From an optimization exercise on the open Yosys and OpenROAD flow, aimed at small area; shortcuts taken in it are not production practice.
In this exercise RTL edits were held to simulation tests only and were not proved equivalent to the original.
The flow treats the clock pin as an ideal source, which a real chip does not have.

==> flow/design.v (outline; a module is shown in full before it is edited, if it fits) <==
// module fir_12bit: 5205 lines
// module fir_fa: 4 lines
module fir_12bit(
  input clk,
  input rst,
  input wire signed [11:0] signal_in,
  output wire signed [11:0] signal_out
);
  // ...
==> flow/flow/run.sh <==
#!/bin/bash
# The standard layout, with one change after clock-tree synthesis (flow/skew.tcl):
# the clock of the carry-save result registers q* is delayed by a short buffer
# chain, giving the adder tree that feeds them more time (useful skew between
# registers inside the design). Timing repair then runs after global routing.
set -euo pipefail
export SKIP_CTS_REPAIR_TIMING=1
# no setup repair on the unplaced netlist (the skew is added after CTS)
export REMOVE_ABC_BUFFERS=1
export POST_CTS_TCL="$PWD/flow/skew.tcl"
bash standard.sh > standard.log 2>&1
==> flow/flow/skew.tcl <==
# Useful skew (run after CTS): the registers q* capture the adder tree's
# carry-save result and only feed the output adder, which has ample slack.
# Each group of q* registers on one clock leaf net gets its clock through a
# chain of delay buffers placed at the group's centroid.
set db [ord::get_db]
set block [ord::get_db_block]
# three delay buffers, then a clock buffer to drive the registers with a sharp edge
set chain [list sky130_fd_sc_hd__clkdlybuf4s50_1 sky130_fd_sc_hd__clkdlybuf4s50_1 sky130_fd_sc_hd__clkdlybuf4s50_1 sky130_fd_sc_hd__clkbuf_4]
set groups [dict create]
foreach inst [$block getInsts] {
  if {[regexp {^q[0-9]+\$_DFF} [$inst getName]]} {
    set net [[$inst findITerm CLK] getNet]
    dict lappend groups [$net getName] $inst
  }
}
set idx 0
dict for {netname insts} $groups {
  set net [$block findNet $netname]
  set sx 0
  set sy 0
  foreach inst $insts {
    set loc [$inst getLocation]
    set sx [expr {$sx + [lindex $loc 0]}]
    set sy [expr {$sy + [lindex $loc 1]}]
  }
  set n [llength $insts]
  set cx [expr {$sx / $n}]
  set cy [expr {$sy / $n}]
  set prev $net
  set s 0
  foreach cell $chain {
    set buf [odb::dbInst_create $block [$db findMaster $cell] "skew_dly_${idx}_${s}"]
    set out [odb::dbNet_create $block "skew_clk_${idx}_${s}"]
    $out setSigType CLOCK
    [$buf findITerm A] connect $prev
    [$buf findITerm X] connect $out
    $buf setLocation $cx $cy
    $buf setPlacementStatus PLACED
    set prev $out
    incr s
  }
  foreach inst $insts {
    set it [$inst findITerm CLK]
    $it disconnect
    $it connect $prev
  }
  puts "skew: group $idx on $netname: [llength $insts] registers"
  incr idx
}
global_connect
detailed_placement
check_placement -verbose
estimate_parasitics -placement
report_clock_skew
report_worst_slack -max
report_worst_slack -min
==> flow/standard.sh <==
#!/bin/bash
# synth_recipe.tcl (not shown) runs the flow's synth.tcl, then flattens the netlist and writes it again
# the make line also repeats each setting of config.mk as NAME=value (left out here)
make -C /OpenROAD-flow-scripts/flow DESIGN_CONFIG=/design/flow/config.mk WORK_HOME=/design/flow/orfs CLKGATE_MAP_FILE= SYNTH_SCRIPT=/design/flow/synth_recipe.tcl "${@:-finish}"
==> flow/config.mk <==
export PLATFORM = sky130hd
export DESIGN_NAME = fir_12bit
export DESIGN_NICKNAME = fir_12bit
export VERILOG_FILES = /design/flow/design.v
export SDC_FILE = /design/flow/constraint.sdc
export NUM_CORES = 4
export LEC_CHECK = 0
export CAP_MARGIN = 20
export CORE_MARGIN = 2
export CORE_UTILIZATION = 40
export CTS_BUF_LIST = sky130_fd_sc_hd__clkbuf_8
export CTS_CLUSTER_DIAMETER = 90
export CTS_CLUSTER_SIZE = 16
export GPL_TIMING_DRIVEN = 0
export HOLD_SLACK_MARGIN = 0.15
export PLACE_DENSITY = 0.7
export SETUP_SLACK_MARGIN = 0.05
export SLEW_MARGIN = 20
export SYNTH_HIERARCHICAL = 1
==> flow/constraint.sdc <==
create_clock -name core_clock -period 12.0 [get_ports {clk}]
set_input_delay 2.4000 -clock core_clock [delete_from_list [all_inputs] [get_ports {clk}]]
set_output_delay 2.4000 -clock core_clock [all_outputs]
set_load 0.01 [all_outputs]
==> flow_summary.toml, run 1 <==
[status]
outcome = "finished clean"

[worst_setup_path]
crit_family = "adder cells"
cp.depth = 31
cp_num_buf_inv = 3
critPathArrivalTime_ps = 13840
worstSetupEndpointType = "flip-flop"

[drt]
wl_met1_um = 51470

[synth]
ys_ff_latch = 812
ys_types = 10
ys_top_cells_by_area = "fa_1 (53%), dfrtp_1 (41%), ha_1 (2.9%), inv_1 (2.6%), buf_4 (0.18%)"
synth_top_area_share = 0.5297
synthMuxAreaShare = 0
async_flop_share = 1.000

[cells_and_area]
seq_cells = 812
n_antenna_cell = 1
final_cells = 4329
comb.multi_input.count = 1421
multi_input_area_share = 0.5203

[clock_network]
clock_latency_ps = 2340

[timing]
hold_viol = 0
rsz0062_at_grt = "no"
fin_ws_ps = 373.5

[grt]
grt_usage = 0.2054
grtUsageMet3 = 0.04077
grtUsageMet1 = 0.3052
grt_max_degree = 105

[job]
maxCapViolCount = 0

[floorplan]
dieArea_um2 = 125800
fp.dieW_um = 354.7
std_cell_rows = 128
tap-cell-count = 1625
==> run 2: changes to the inputs <==
--- a/flow/flow/skew.tcl
+++ b/flow/flow/skew.tcl
@@ -49,2 +49,16 @@
 }
+# The port buffers need no delay cell: use a small buffer instead.
+set small [$db findMaster sky130_fd_sc_hd__buf_2]
+foreach inst [$block getInsts] {
+  if {[regexp {^(input|output)[0-9]+$} [$inst getName]] &&
+      [[$inst getMaster] getName] eq "sky130_fd_sc_hd__clkdlybuf4s50_1"} {
+    $inst swapMaster $small
+  }
+}
+# Drop the clock tree's dummy loads (cells that only load a clock net).
+foreach inst [$block getInsts] {
+  if {[regexp {^clkload[0-9]+$} [$inst getName]]} {
+    odb::dbInst_destroy $inst
+  }
+}
 global_connect
--- a/flow/config.mk
+++ b/flow/config.mk
@@ -15,3 +15,3 @@
 export HOLD_SLACK_MARGIN = 0.15
-export PLACE_DENSITY = 0.7
+export PLACE_DENSITY = 0.75
 export SETUP_SLACK_MARGIN = 0.05
==> flow_summary.toml, run 2 <==
[grt]
grt_pass1_wl_um = 175900
grt_pass1_vias = 26457
antenna_found_initial = 1
grt_max_degree = 107
overflow = 0
grt_usage = 0.2019

[clock_network]
cts_sinks = 812
tritoncts = "built"
clock_latency_ps = 2320
path_clk_slew_ps = 90

[timing]
min_period_over_period = 0.9743
max_slew_margin = 0.5902
worst_pin_slew_ps = 614.8
fin_skew_ps = 1660
setup_viol_count_final = 0
hold_viol = 0
rsz0062_at_grt = "no"
finalCriticalPeriod_ps = 11690
fmax_mhz = 85.53
drv_slew = 0

[synth]
syn_area_per_cell_um2 = 19.06
ys_warn_count = 7
ys_ff_latch = 812
synthTopCellsByCount = "fa_1 (1,302), dfrtp_1 (812), inv_1 (337)"
postSynthCellCount = 2582
ys_top_cells_by_area = "fa_1 (53%), dfrtp_1 (41%), ha_1 (2.9%), inv_1 (2.6%), buf_4 (0.18%)"
synth_ff_type = "dfrtp_1"
synth_top_area_share = 0.5297
async_flop_share = 1.000
synth_most_common_cell = "fa_1"
synth_edf_count = 0
syn_area_um2 = 49210
ys_types = 10
synth-seq-area-share = 0.4129
post-synth-top-area-cell = "fa_1"

[cells_and_area]
syn2layout_area_growth_pct = 6.926
drive_above_1_share = 0.04015
nets = 4121
stdcell_area_um2 = 52620
layout_common_cells = "fa_1 (1,295), dfrtp_1 (812), inv_1 (337)"
final_common_cell = "fa_1"

[placed_design]
dpl-instance-area_um2 = 51630
io_buffers = 25
post-dp-hpwl_um = 106100
place.gp.congestion = 0.9749

[drt]
drt_iter0_markers = 1766
drt_wl_total_um = 119900
vias = 20875
detail-route-antenna-nets = 0
wire_per_inst_um = 27.77
dr.pass1.iters = 5
drc = 0
viasPerCell = 4.836

[worst_setup_path]
critPathArrivalTime_ps = 13840
slowest_stage = "fa_1"
path_max_fanout = 2
crit_top_cell = "fa_1"
crit_path_start = "r14[0]$_DFF_PN0_"
slowest_delay_ps = 680
path_class = "reg2reg"
rr_startpoint = "r14[0]$_DFF_PN0_"
worstSetupEndpointType = "flip-flop"
start_kind = "flip-flop"
cp.required_ps = 14150

[status]
outcome = "finished clean"

[floorplan]
std_cell_rows = 128
io_pins = 26
coreArea_um2 = 121900
fp.dieW_um = 354.7
dieArea_um2 = 125800
die_h_um = 354.7
floorplan.initialDensity = 0.4037

[job]
maxCapViolCount = 0

[hold_path]
hp-class = "reg2reg"
hp-start = "r34[11]$_DFF_PN0_"
==> run 2: cell type report, clock buffers not listed <==
class	count	area, µm²
fillers	10491	69260
multi-input cells	1421	27550
flip-flops and latches	812	20320
well taps	1625	2033
inverters	337	1265
repair buffers	39	415.4
plain buffers	20	187.7
diodes	2	5.005
==> run 2: worst paths after layout <==
path                               endpoint  slack, ps  cells after the start
min in group asynchronous     q19$_DFF_PN0_        610                      2
max reg2reg                    q6$_DFF_PN0_        310                     31
max                            q6$_DFF_PN0_        310                     31
min reg2reg                   q18$_DFF_PN0_        170                      6
max in group asynchronous  r22[1]$_DFF_PN0_       7150                      7
min                           q18$_DFF_PN0_        170                      6
==> run 2: per-layer routing <==
layer  GRT usage  wire (µm)
met5           0          0
met2      0.3160      57860
met4     0.05119       3211
met3     0.06710      11350
met1      0.2744      47470
==> run 2: cell families after synthesis <==
logic type / share of synthesized area
AO/OA/AOI/OAI: 0.0001016
XOR/XNOR: 0.0003560
adder cells (fa/ha/maj): 0.5584
buffers and inverters: 0.02754
flip-flops: 0.4129
AND/OR/NAND/NOR: 0.0006355
==> run 2: per-module statistics from Yosys, one instance, submodules excluded <==
module	area (µm²)	flops+latches
fir_12bit	23140	812
fir_fa	20.02	0
==> run 2: critical path: cells and delay by family (launching register included) <==
family                     cells  cell delay [ps]
adders and majority gates     28            12480
buffers and inverters          3              170
DFF                            1              400
==> run 2: metrics by stage <==
step / utilization / setup TNS (ps) / setup WS [ps] / hold slack (ps) / cells
final: 0.4317 / 0 / 308.4 / 172.4 / 4317
after global routing: 0.4317 / 0 / 50.58 / 200.4 / 4316
after detailed placement: 0.4236 / -12480 / -1324 / 334.7 / 4228
after global placement: 0.4217 / - / -26260 / 336.4 / 4220
after floorplan: - / -131.0 / -131.0 / 331.2 / 2570
==> run 3: changes to the inputs <==
--- a/flow/config.mk
+++ b/flow/config.mk
@@ -15,3 +15,3 @@
 export HOLD_SLACK_MARGIN = 0.15
-export PLACE_DENSITY = 0.75
+export PLACE_DENSITY = 0.7
 export SETUP_SLACK_MARGIN = 0.05
==> flow_summary.toml, run 3 <==
[timing]
setup_viol_count_final = 0
hold_viol = 0
max_slew_margin = 0.6318
drv_slew = 0
rsz0062_at_grt = "no"
finalCriticalPeriod_ps = 11620
min_period_over_period = 0.9682
fin_skew_ps = 1637
worst_pin_slew_ps = 550.7
fmax_mhz = 86.07

[drt]
vias = 21089
drc = 0
drt_wl_total_um = 121100
dr.pass1.iters = 5
dr_wl_met3_um = 8561
top_layer_used = "met4"
drt_iter0_markers = 2081
wl_met1_um = 51940
route.met2.wl_um = 58180
wire_per_inst_um = 28.06
detail-route-antenna-nets = 0
viasPerCell = 4.885

[cells_and_area]
drive_above_1_share = 0.03865
stdcell_area_um2 = 52640
final_common_cell = "fa_1"
layout_common_cells = "fa_1 (1,300), dfrtp_1 (812), inv_1 (337)"
final_cells = 4317
nets = 4122
syn2layout_area_growth_pct = 6.980

[hold_path]
hp-class = "reg2reg"

[clock_network]
path_clk_slew_ps = 100
clock_latency_ps = 2300
cts_sinks = 812
tritoncts = "built"

[placed_design]
placed_cells = 4230
io_buffers = 25
dpl-instance-area_um2 = 51680
place.gp.congestion = 0.9590
post-dp-hpwl_um = 107800

[floorplan]
coreArea_um2 = 121900
std_cell_rows = 128
die_h_um = 354.7
dieArea_um2 = 125800
floorplan.initialDensity = 0.4037
fp.dieW_um = 354.7
io_pins = 26

[synth]
synth_top_area_share = 0.5297
ys_types = 10
ys_warn_count = 7
ys_ff_latch = 812
async_flop_share = 1.000
syn_area_per_cell_um2 = 19.06
synth_most_common_cell = "fa_1"
synth_edf_count = 0
postSynthCellCount = 2582
post-synth-top-area-cell = "fa_1"
synthTopCellsByCount = "fa_1 (1,302), dfrtp_1 (812), inv_1 (337)"
synth_ff_type = "dfrtp_1"
ys_top_cells_by_area = "fa_1 (53%), dfrtp_1 (41%), ha_1 (2.9%), inv_1 (2.6%), buf_4 (0.18%)"
synth-seq-area-share = 0.4129
syn_area_um2 = 49210

[worst_setup_path]
slowest_stage = "fa_1"
path_max_fanout = 2
critPathArrivalTime_ps = 13760
worstSetupEndpointType = "flip-flop"
slowest_delay_ps = 730
path_class = "reg2reg"
crit_top_cell = "fa_1"
cp.required_ps = 14140
start_kind = "flip-flop"

[grt]
antenna_found_initial = 2
grt_pass1_vias = 26159
grt_usage = 0.2052
grt_max_degree = 105
grt_pass1_wl_um = 178800
overflow = 0

[status]
outcome = "finished clean"

[job]
maxCapViolCount = 0
[run 3: cell counts after synthesis]
No cell type changed its count.
[run 3: critical path, delay by kind of cell, from the launching register on]
family | cells | cell delay (ps)
adders and majority gates | 28 | 12430
buffers and inverters | 3 | 150
DFF | 1 | 390
[run 3: routing by layer]
metal  global-route usage  up-vias
li1                     -     7779
met1               0.3055    12554
met2               0.3189      635
met3              0.04021      121
met4              0.04017        0
met5                    0        -
[run 3: worst paths after layout]
path | from | to | slack [ps] | cells past startpoint
setup / recovery | r53[0]$_DFF_PN0_ | q6$_DFF_PN0_ | 380 | 31
hold / removal | r47[11]$_DFF_PN0_ | q17$_DFF_PN0_ | 180 | 5
setup reg to reg | r53[0]$_DFF_PN0_ | q6$_DFF_PN0_ | 380 | 31
hold reg to reg | r47[11]$_DFF_PN0_ | q17$_DFF_PN0_ | 180 | 5
max in group asynchronous | rst | r7[1]$_DFF_PN0_ | 7890 | 6
min in group asynchronous | rst | q18$_DFF_PN0_ | 310 | 2
[run 3: layout make-up, clock buffers not listed]
cell class,count,area (µm²)
Buffer,20,187.7
Multi-Input combinational cell,1421,27540
Sequential cell,812,20320
Timing Repair Buffer,41,470.5
Antenna cell,1,2.502
Inverter,337,1265
Tap cell,1625,2033
Fill cell,10558,69240
[run 3: through the flow]
stage               setup TNS, ps  hold WS (ps)  setup WS (ps)  utilization
floorplan                  -131.0         331.2         -131.0            -
global placement                -         335.5         -26730       0.4217
detailed placement         -12050         334.7          -1239       0.4240
global route                    0         193.5          50.86       0.4319
finish                          0         177.6          381.0       0.4319
[run 3: kinds of logic (layout without fill, tap and decap cells)]
family,after synthesis,count (layout),synth area share
flip-flops,812,812,0.4129
adder cells (fa/ha/maj),1415,1415,0.5584
XOR/XNOR,2,2,0.0003560
buffers and inverters,349,458,0.02754
AO/OA/AOI/OAI,1,1,0.0001016
AND/OR/NAND/NOR,3,3,0.0006355
other,0,1,0
[run 3: modules after synthesis, one instance, submodules excluded]
| module | cells inside | cell area [µm²] |
|---|---|---|
| fir_12bit | 1280 | 23140 |
| fir_fa | 1 | 20.02 |
==> run 4: changes to the inputs <==
--- a/flow/config.mk
+++ b/flow/config.mk
@@ -11,4 +11,4 @@
 export CTS_BUF_LIST = sky130_fd_sc_hd__clkbuf_8
-export CTS_CLUSTER_DIAMETER = 90
-export CTS_CLUSTER_SIZE = 16
+export CTS_CLUSTER_DIAMETER = 95
+export CTS_CLUSTER_SIZE = 18
 export GPL_TIMING_DRIVEN = 0
==> flow_summary.toml, run 4 <==
[status]
outcome = "finished clean"

[floorplan]
fp.dieW_um = 354.7
std_cell_rows = 128
die_h_um = 354.7
floorplan.initialDensity = 0.4037
dieArea_um2 = 125800
coreArea_um2 = 121900
io_pins = 26

[drt]
drt_wl_total_um = 121100
drt_iter0_markers = 1879
vias = 21107
wire_per_inst_um = 28.09
detail-route-antenna-nets = 0
drc = 0
viasPerCell = 4.895
dr.pass1.iters = 5

[timing]
drv_slew = 0
min_period_over_period = 0.9678
finalCriticalPeriod_ps = 11610
setup_viol_count_final = 0
max_slew_margin = 0.6299
hold_viol = 0
rsz0062_at_grt = "no"
worst_pin_slew_ps = 554.5
hold_ws_ps = 163.7
fin_skew_ps = 1630
fmax_mhz = 86.11

[hold_path]
hp-class = "reg2reg"
hold_depth = 5

[grt]
grt_max_degree = 105
grt_pass1_vias = 26231
grt_pass1_wl_um = 178600
overflow = 0
grt_usage = 0.2052
antenna_found_initial = 2

[cells_and_area]
stdcell_area_um2 = 52610
final_common_cell = "fa_1"
layout_common_cells = "fa_1 (1,286), dfrtp_1 (812), inv_1 (337)"
syn2layout_area_growth_pct = 6.911
nets = 4117
final_cells = 4312
drive_above_1_share = 0.04207

[synth]
async_flop_share = 1.000
synth_ff_type = "dfrtp_1"
post-synth-top-area-cell = "fa_1"
syn_area_um2 = 49210
synthTopCellsByCount = "fa_1 (1,302), dfrtp_1 (812), inv_1 (337)"
ys_types = 10
postSynthCellCount = 2582
ys_warn_count = 7
synth_top_area_share = 0.5297
ys_top_cells_by_area = "fa_1 (53%), dfrtp_1 (41%), ha_1 (2.9%), inv_1 (2.6%), buf_4 (0.18%)"
synth_edf_count = 0
synth-seq-area-share = 0.4129
ys_ff_latch = 812
syn_area_per_cell_um2 = 19.06
synth_most_common_cell = "fa_1"

[worst_setup_path]
slowest_delay_ps = 680
cp.required_ps = 14110
slowest_stage = "fa_1"
worstSetupEndpointType = "flip-flop"
cp_num_buf_inv = 3
cp.depth = 31
start_kind = "flip-flop"
crit_top_cell = "fa_1"
reg2reg_depth = 31
path_class = "reg2reg"
crit_family = "adder cells"
path_max_fanout = 2
critPathArrivalTime_ps = 13730

[placed_design]
placed_cells = 4230
place.gp.congestion = 0.9590
io_buffers = 25
dpl-instance-area_um2 = 51680
post-dp-hpwl_um = 107800

[job]
maxCapViolCount = 0

[clock_network]
cts_sinks = 812
path_clk_slew_ps = 100
clock_latency_ps = 2300
tritoncts = "built"
==> run 4: cell counts after synthesis <==
No cell type changed its count.
==> run 4: modules after synthesis (local to each module, per instance) <==
module	flops+latches	cell area (µm²)
fir_12bit	812	23140
fir_fa	0	20.02
==> run 4: layout make-up, clock buffers not listed <==
cell class,count,area (µm²)
antenna,1,2.502
buffer,20,187.7
fill,10563,69270
inverter,337,1265
multi-input combinational,1421,27570
sequential,812,20320
tap,1625,2033
timing repair buffer,41,470.5
==> run 4: metal layers <==
layer  GRT usage  part of all wire  vias up
li1            -                 -     7782
met1      0.3016              0.42    12587
met2      0.3191              0.48      615
met3     0.04293             0.074      123
met4     0.04449             0.022        0
met5           0                 0        -
==> run 4: cells by family (layout without fill, tap and decap cells) <==
family,Yosys count,after routing,share of synthesized area
and+or+nand+nor,3,3,0.0006355
adders and majority gates,1415,1415,0.5584
other,0,1,0
xor gates and xnor gates,2,2,0.0003560
DFF,812,812,0.4129
AOI/OAI and AO/OA,1,1,0.0001016
buffers and inverters,349,453,0.02754
==> run 4: worst paths after layout <==
kind,endpoint,start,slack [ps]
max,q6$_DFF_PN0_,r19[0]$_DFF_PN0_,390
min,q17$_DFF_PN0_,r47[11]$_DFF_PN0_,160
max reg2reg,q6$_DFF_PN0_,r19[0]$_DFF_PN0_,390
min reg2reg,q17$_DFF_PN0_,r47[11]$_DFF_PN0_,160
max in group asynchronous,r64[1]$_DFF_PN0_,rst,7930
min in group asynchronous,q18$_DFF_PN0_,rst,320
==> run 4: through the flow <==
step | util | setup slack, ps | setup TNS [ps]
2_1_floorplan | - | -131.0 | -131.0
3_3_place_gp | 0.4217 | -26730 | -
5_1_grt | 0.4316 | 54.61 | 0
3_5_place_dp | 0.4240 | -1239 | -12050
6_report | 0.4316 | 386.5 | 0
==> run 4: worst register-to-register path: cells and delay by family (launching register included) <==
family | cells | cell delay, ps
DFF | 1 | 400
adders and majority gates | 28 | 12450
buffers and inverters | 3 | 170

port drivers added, routing unchanged:
No port has a modelled driver above. Below, the same layouts with a new extraction and two added sets of constraints. Step 1 assumes that a clkbuf_16 drives the clock port and a buf_2 every other input. Step 2, shift: input delay + t, output delay - t, t = (earliest + latest rising clock arrival at the registers) / 2. This alone moves slack from input paths to output paths. Three values: ideal, step 1, step 2; two values: the first two.
run | shift t [ns] | slack for setup (ns) | latest minus earliest clock arrival (ns) | worst slew at a driven data input, ns
run 1 | 1.601 | 0.374 / 0.374 / 0.374 | 1.619 / 1.618 | 0.06
run 2 | 1.549 | 0.308 / 0.308 / 0.308 | 1.660 / 1.660 | 0.05
run 3 | 1.545 | 0.381 / 0.381 / 0.381 | 1.637 / 1.637 | 0.06
run 4 | 1.554 | 0.386 / 0.386 / 0.386 | 1.630 / 1.630 | 0.06
In every run listed the clock reaches the registers at very different times; t lies between them, and the last value is a rough guide only.
